This is an optimization exercise on Yosys and OpenROAD, whose aim is small area, a short achievable clock period and few clock cycles per item, not a production implementation.

## JK
## mandel_engine
module mandel_engine (
    input             clk,
    input             reset,      
    input             start,      
    input  [31:0]     x,          
    input  [31:0]     y,          
    input  [20:0]     delta,      
    output            busy,       
    output reg        wr_en,      
    output reg [8:0]  wr_addr,    
    output reg [15:0] wr_data     
);
Size: roughly 7600 cells after synthesis, roughly 120 I/O pins, ~77000 um^2 of cells after synthesis.
export LEC_CHECK = 0
export CAP_MARGIN = 20
export CORE_MARGIN = 2
export CORE_UTILIZATION = 40
export CTS_CLUSTER_DIAMETER = 100
export CTS_CLUSTER_SIZE = 25
export SLEW_MARGIN = 20
export SYNTH_HIERARCHICAL = 1
export SYNTH_MINIMUM_KEEP_SIZE = 0
create_clock -name core_clock -period 20.0 [get_ports {clk}]
standard.sh (not shown) runs the stock make flow with config.mk's settings and CLKGATE_MAP_FILE= SYNTH_SCRIPT=/design/flow/synth_recipe.tcl, a recipe that flattens the netlist after the stock synthesis.
==> flow/flow/run.sh <==
#!/bin/bash
# Standard ORFS layout, with timing repair aimed below the design's period:
# the SDC is unchanged (20 ns); repair_timing is asked to leave MARGIN ns of
# setup slack, so it optimises the paths as if the clock were faster.
set -euo pipefail
MARGIN=${MARGIN:-15}
bash standard.sh synth > synth.log 2>&1
bash standard.sh SETUP_SLACK_MARGIN=$MARGIN finish > layout.log 2>&1
Having completed the whole flow, JK delivered a layout that passed the timing, DRC and antenna checks.
Edits applied to the flow inputs when going from JK to MS:
- removing CTS_CLUSTER_SIZE (formerly 25)
- removing CTS_CLUSTER_DIAMETER (formerly 100)
Results
- The register area was comparable across MS and JK.
- Summary of MS over JK: count of cell instances traversed by the critical path was more or less identical, antenna diode instance count -2, met1 layer usage reported by global route rose by 0.16 points.
- Each of the runs, namely MS and JK, reached the end of the flow and came out clean.
- Sort MS and JK by sequential share of layout area, ascending, and MS comes first.
No run of this note included a check of the RTL's function; only the layout flow was run.

Another version of the RTL of mandel_engine (not shown whole).
Size in the first run: about 760 flip-flops, roughly 120 I/O pins, roughly 79000 um2 of cells after synthesis.
==> flow/config.mk <==
export PLATFORM = sky130hd
export DESIGN_NAME = mandel_engine
export DESIGN_NICKNAME = mandel_engine
export VERILOG_FILES = /design/flow/design.v
export SDC_FILE = /design/flow/constraint.sdc
export NUM_CORES = 4
export LEC_CHECK = 0
export CAP_MARGIN = 20
export CORE_MARGIN = 2
export CORE_UTILIZATION = 40
export SLEW_MARGIN = 20
==> flow/constraint.sdc <==
create_clock -name core_clock -period 20.0 [get_ports {clk}]
set_input_delay 4.0000 -clock core_clock [delete_from_list [all_inputs] [get_ports {clk}]]
set_output_delay 4.0000 -clock core_clock [all_outputs]
set_load 0.01 [all_outputs]
Scripts as last shown in full above: flow/flow/run.sh
The baseline ran to the end with no violations.
Edit:
Settings changed: SYNTH_HIERARCHICAL set to 1, SYNTH_MINIMUM_KEEP_SIZE set to 0.
After rerunning: First-iteration DRC count went down by 6.2%; worst hold slack improves by 0.017 ns; die area is about the same; global-route usage decreases by 0.52 points.
Function was not checked in any run of this note: the RTL went through the layout flow alone.

Another version of the RTL of mandel_engine (not shown whole).
Size: about 8,300 cells after synthesis, ~710 flip-flops, ~120 I/O pins.
==> flow/config.mk <==
export PLATFORM = sky130hd
export DESIGN_NAME = mandel_engine
export DESIGN_NICKNAME = mandel_engine
export VERILOG_FILES = /design/flow/design.v
export SDC_FILE = /design/flow/constraint.sdc
export NUM_CORES = 4
export LEC_CHECK = 0
export CAP_MARGIN = 20
export CORE_MARGIN = 2
export CORE_UTILIZATION = 40
export SLEW_MARGIN = 20
==> flow/constraint.sdc <==
create_clock -name core_clock -period 20.0 [get_ports {clk}]
set_input_delay 4.0000 -clock core_clock [delete_from_list [all_inputs] [get_ports {clk}]]
set_output_delay 4.0000 -clock core_clock [all_outputs]
set_load 0.01 [all_outputs]
run.sh (not shown) runs the stock make flow with config.mk's settings and CLKGATE_MAP_FILE= SYNTH_SCRIPT=/design/flow/synth_recipe.tcl, a recipe that flattens the netlist after the stock synthesis.
Stock flow here: none of the scripts above is used.
Edit:
ABC_CLOCK_PERIOD_IN_PS = 4000   (was not set)
Area after synthesis does not change.
Setup slack does not change.
Utilization does not change.
Clock-buffer cell count stays the same.
Critical path depth does not change.
Die area does not change.
No functional check of the RTL was part of any run of this note.

-- afterwards: timing with drivers on the ports --
In the flow no input, the clock included, has a driving cell. The finished layouts below were timed again as built, in two steps.
Step 1 sets driving cells, clkbuf_16 on the clock port and buf_2 on the other inputs (assumed; they add their load-dependent delay and slew).
Step 2 moves the port delays by t, midway between the first and last clock arrival at a register: inputs arrive t later, outputs are due t later. That takes back most of the time a late clock gives input paths.
a / b / c = ideal / step 1 / step 2; a / b = the first two.
| run | shift t [ns] | setup slack, ns | worst setup path after step 2 |
|---|---|---|---|
| JK | 0.753 | 14.863 / 14.767 / 14.574 | input to register |
| MS | 0.797 | 14.828 / 14.742 / 14.574 | input to register |
| the first run of note 2 | 0.782 | 13.825 / 13.825 / 13.825 | register to register |
| the second run of note 2 | 0.783 | 13.861 / 13.861 / 13.861 | register to register |
| the first run of note 3 | 0.756 | 12.191 / 12.191 / 12.191 | register to register |
| the second run of note 3 | 0.756 | 12.191 / 12.191 / 12.191 | register to register |
After both steps every run listed still meets setup and hold. For JK, which loses most, drivers alone change the setup slack by -0.096 ns; drivers and shift together by -0.289 ns.
